This is an optimization exercise on Yosys and OpenROAD, whose aim is small area, not a production implementation.
Where RTL was checked, it was by simulation tests only, not by an equivalence proof against the original.
Power and IR drop assume default switching activity.

==> module relogio, before the edit <==
module relogio
(
        input clock,
        input reset,
        input soma,
        input subtracao,
        input cont,
        input start,
        output [7:0] an,
        output [7:0] dec_cat
);
  wire soma_ed, subtracao_ed, cont_ed;
  edge_detector menosf (.clock(clock), .reset(reset), .din(subtracao), .rising(subtracao_ed));
  edge_detector maisf  (.clock(clock), .reset(reset), .din(soma),      .rising(soma_ed));
  edge_detector contf  (.clock(clock), .reset(reset), .din(cont),      .rising(cont_ed));
  localparam [4:0] PODD = 5'b01010;
  reg [4:0] pst;
  wire [4:0] ph = pst ^ PODD;
  reg [2:0] dig;
  reg [6:0] q;       
  wire step   = ~ph[4] & ph[3];                    
  wire q_end  = (q == 7'd80);                      
  wire tick   = ph[4] & ~ph[3] & (dig == 3'd4) & (q == 7'd60);   
  always @(posedge clock)
  begin
    if (reset) begin
      pst <= PODD;
      dig <= 3'd0;
      q   <= 7'd0;
    end
    else begin
      pst <= {ph[3:0], ~ph[4]} ^ PODD;
      if (step) begin
        dig <= dig + 3'd1;
        if (dig == 3'd7)
          q <= q_end ? 7'd0 : {q[5:0], ~(q[6] ^ q[5])};
      end
    end
  end
  reg [1:0] EA;
  reg r1, ca;
  always @(posedge clock)
  begin
    if (reset) begin
      EA <= 2'd0;
      r1 <= 1'b0;
      ca <= 1'b0;
    end
    else begin
      r1 <= cont_ed;
      ca <= cont_ed | r1 | (EA != 2'd0);
      if (r1)
        EA <= EA + 2'd1;
    end
  end
  localparam [11:0] BODD = 12'hAAA;
  reg [11:0] bst;
  reg blink;
  wire [11:0] bcnt = bst ^ BODD;
  wire bend = (bcnt == 12'd518);
  wire bfb  = ~(bcnt[11] ^ bcnt[5] ^ bcnt[3] ^ bcnt[0]);
  always @(posedge clock)
  begin
    if (reset | bend | cont_ed)
      bst <= BODD;
    else
      bst <= {bcnt[10:0], bfb} ^ BODD;
  end
  always @(posedge clock)
  begin
    if (reset)
      blink <= 1'b0;
    else if (bend | cont_ed)
      blink <= ~blink;
  end
  reg [4:0] ah, bh;
  reg [5:0] am, as, bm, bs;
  wire s_59 = (as == 6'd59);
  wire m_59 = (am == 6'd59);
  wire h_23 = (ah == 5'd23);
  wire up = soma_ed;
  wire dn = subtracao_ed & ~soma_ed;
  wire run = (EA == 2'd0);
  wire sel_h = (EA == 2'd1) | (run & s_59 & m_59);
  wire sel_m = (EA == 2'd2) | (run & s_59 & ~m_59);
  wire [5:0] f = sel_h ? {1'b0, ah} : sel_m ? am : as;
  wire f_max = sel_h ? h_23 : sel_m ? m_59 : s_59;
  wire count_up = run | up;
  wire [5:0] f_ud = count_up ? f + 6'd1 : f - 6'd1;
  wire [5:0] is = sel_h | sel_m ? 6'd0 : f_ud;
  wire [5:0] im = sel_h ? 6'd0 : sel_m ? f_ud : am;
  wire [4:0] ih = sel_h ? (h_23 ? 5'd0 : f_ud[4:0]) : ah;
  always @(posedge clock)
  begin
    if (reset) begin
      {bh, bm, bs} <= 17'd0;
    end
    else if (tick) begin
      if (ca)
        {bh, bm, bs} <= {ah, am, as};
      else
        {bh, bm, bs} <= {ih, im, is};
    end
  end
  wire chg = up ? ~f_max : (dn & (f != 6'd0));
  always @(posedge clock)
  begin
    if (run | (chg & (EA == 2'd1))) ah <= run ? bh : f_ud[4:0];
    if (run | (chg & (EA == 2'd2))) am <= run ? bm : f_ud;
    if (run | (chg & (EA == 2'd3))) as <= run ? bs : f_ud;
  end
  reg [5:0] fsel;
  always @*
    case (dig[2:1])
      2'd0: fsel = as;
      2'd1: fsel = am;
      default: fsel = {1'b0, ah};
    endcase
  wire [2:0] ftens = (fsel >= 6'd50) ? 3'd5 : (fsel >= 6'd40) ? 3'd4 : (fsel >= 6'd30) ? 3'd3 :
                     (fsel >= 6'd20) ? 3'd2 : (fsel >= 6'd10) ? 3'd1 : 3'd0;
  wire [5:0] funits6 = fsel - ftens * 4'd10;
  wire [3:0] funits = funits6[3:0];
  reg [3:0] sel;
  reg lit;
  wire luz_h = blink | (EA != 2'd1);
  wire luz_m = blink | (EA != 2'd2);
  wire luz_s = blink | (EA != 2'd3);
  reg [3:0] dval;
  reg dlit;
  always @*
  begin
    case (dig)
      3'd0, 3'd2, 3'd4: dval = funits;
      3'd1, 3'd3, 3'd5: dval = {1'b0, ftens};
      3'd6: dval = 4'd0;
      default: dval = {2'b0, EA};
    endcase
    case (dig)
      3'd0, 3'd1: dlit = luz_s;
      3'd2, 3'd3: dlit = luz_m;
      3'd4, 3'd5: dlit = luz_h;
      3'd6: dlit = 1'b0;
      default: dlit = 1'b1;
    endcase
  end
  always @(posedge clock or posedge reset)
  begin
    if (reset) begin
      sel <= 4'd0;
      lit <= 1'b0;
    end
    else if (step) begin
      sel <= dval;
      lit <= dlit;
    end
  end
  wire [2:0] shown = dig - 3'd1;
  genvar gi;
  generate
    for (gi = 0; gi < 8; gi = gi + 1) begin : g_an
      assign an[gi] = ~(lit & (shown == gi));
    end
  endgenerate
  wire d3 = sel[3], d2 = sel[2], d1 = sel[1], d0 = sel[0];
  wire [6:0] seg;
  assign seg[6] = ~(d3 | d1 | (d2 & d0) | (~d2 & ~d0));
  assign seg[5] = ~(~d2 | ~(d1 ^ d0));
  assign seg[4] = ~(d2 | ~d1 | d0);
  assign seg[3] = ~(d3 | (~d2 & ~d0) | (d1 & ~d0) | (~d2 & d1) | (d2 & ~d1 & d0));
  assign seg[2] = ~((~d2 & ~d0) | (d1 & ~d0));
  assign seg[1] = ~(d3 | (~d1 & ~d0) | (d2 & ~d1) | (d2 & ~d0));
  assign seg[0] = ~(d3 | (d1 & ~d2) | (d2 & ~d1) | (d1 & ~d0));
  assign dec_cat = {seg, 1'b1};
endmodule
clock: 10.0 ns
lec_check: 0
cap_margin: 20
core_margin: 2
core_utilization: 70
slew_margin: 20
standard.sh (not shown) runs the stock make flow with config.mk's settings and CLKGATE_MAP_FILE= SYNTH_SCRIPT=/design/flow/synth_recipe.tcl, a recipe that flattens the netlist after the stock synthesis.
==> flow/flow/run.sh <==
#!/bin/bash
# Own layout flow: the standard flow (standard.sh) with
#  - the standard synthesis script plus an area-oriented ABC script and
#    no full/half-adder extraction (flow/abc_proc.tcl, flow/area.abc);
#  - ports buffered with the smallest buffer.
# Each tool's full output stays in orfs/logs/ (one log per step); make's own
# output goes to flow_make.log.
set -euo pipefail
W=$(pwd)
export OWN_ABC_SCRIPT=$W/flow/area.abc
{ head -n 1 "$W/synth_recipe.tcl"; cat "$W/flow/abc_proc.tcl"; tail -n +2 "$W/synth_recipe.tcl"; } > "$W/own_synth.tcl"
bash "$W/standard.sh" SYNTH_SCRIPT="$W/own_synth.tcl" ADDER_MAP_FILE= \
  BUFFER_PORTS_ARGS="-buffer_cell sky130_fd_sc_hd__buf_1" \
  CTS_ARGS="-sink_clustering_enable -repair_clock_nets -dont_use_dummy_load -buf_list sky130_fd_sc_hd__clkbuf_4 -sink_clustering_size 6 -sink_clustering_max_diameter 40" finish > "$W/flow_make.log" 2>&1
==> flow/flow/abc_proc.tcl <==
# Map the logic for area: run ABC with flow/area.abc in place of the
# script the standard synthesis passes (registers are mapped before ABC
# runs, so they stay as the standard synthesis makes them).
proc abc {args} {
  set i [lsearch $args -script]
  if {$i >= 0} { lset args [expr {$i + 1}] $::env(OWN_ABC_SCRIPT) }
  yosys abc {*}$args
}
==> flow/flow/area.abc <==
strash
ifraig
dc2
&get -n
&deepsyn -T 60
&put
strash
&get -n
&dch -f
&nf -R 1000 -p
&put
The starting point went through all stages and came out clean.
Rerun with:
--- a/flow/design.v
+++ b/flow/design.v
@@ -57,7 +57,7 @@
   reg [2:0] dig;
   reg [6:0] q;       
   wire step   = ~ph[4] & ph[3];                    
-  wire q_end  = (q == 7'd80);                      
+  wire q_end  = q[6] & ~q[5] & ~q[3] & ~q[2] & ~q[1] & ~q[0];
   wire tick   = ph[4] & ~ph[3] & (dig == 3'd4) & (q == 7'd60);   
   always @(posedge clock)
   begin
@@ -95,7 +95,8 @@
   reg [11:0] bst;
   reg blink;
   wire [11:0] bcnt = bst ^ BODD;
-  wire bend = (bcnt == 12'd518);
+  wire bend = ~bcnt[10] & bcnt[9] & ~bcnt[7] & ~bcnt[6] & ~bcnt[5] & ~bcnt[4] &
+              ~bcnt[3] & bcnt[2] & bcnt[1] & ~bcnt[0];
   wire bfb  = ~(bcnt[11] ^ bcnt[5] ^ bcnt[3] ^ bcnt[0]);
   always @(posedge clock)
   begin
@@ -113,9 +114,9 @@
   end
   reg [4:0] ah, bh;
   reg [5:0] am, as, bm, bs;
-  wire s_59 = (as == 6'd59);
-  wire m_59 = (am == 6'd59);
-  wire h_23 = (ah == 5'd23);
+  wire s_59 = as[5] & as[4] & as[3] & as[1] & as[0];
+  wire m_59 = am[5] & am[4] & am[3] & am[1] & am[0];
+  wire h_23 = ah[4] & ah[2] & ah[1] & ah[0];
   wire up = soma_ed;
   wire dn = subtracao_ed & ~soma_ed;
   wire run = (EA == 2'd0);
Result:
- The changed run completed without violations
- combinational power stays flat
- routed wire length decreases by a few percent
- core utilization is higher by 0.31 points
- maximum frequency shrinks by roughly a tenth
- cell count falls slightly
- design area increases slightly
- worst hold slack loses 5.2 ps
- power came out higher slightly
- first-iteration DRC count shrinks by roughly a tenth
No functional check of the RTL was part of the second run of this note.

[re-timing with driven ports]
Ports are ideal in the flow. The routed layouts listed here were re-timed in OpenROAD. Step 1, drivers: a clkbuf_16 drives clock and a buf_2 each remaining input, both assumed. Step 2 times the ports against the registers' clock, not the clock port: input delays grow and output delays shrink by t, the midpoint of the rising clock arrivals with the driver on. a / b / c = no drivers / after step 1 / after step 2; a / b = the first two.
| run | t, ns | slack for setup (ns) | cell pins on the clock port's net |
|---|---|---|---|
| the first run | 0.517 | 5.338 / 5.339 / 4.822 | 1 |
| the second run | 0.535 | 4.780 / 4.780 / 4.780 | 1 |
After both steps every run listed still meets setup and hold. The setup slack of the first run, which loses most, moves by +0.001 ns with the drivers and by -0.516 ns with both steps.
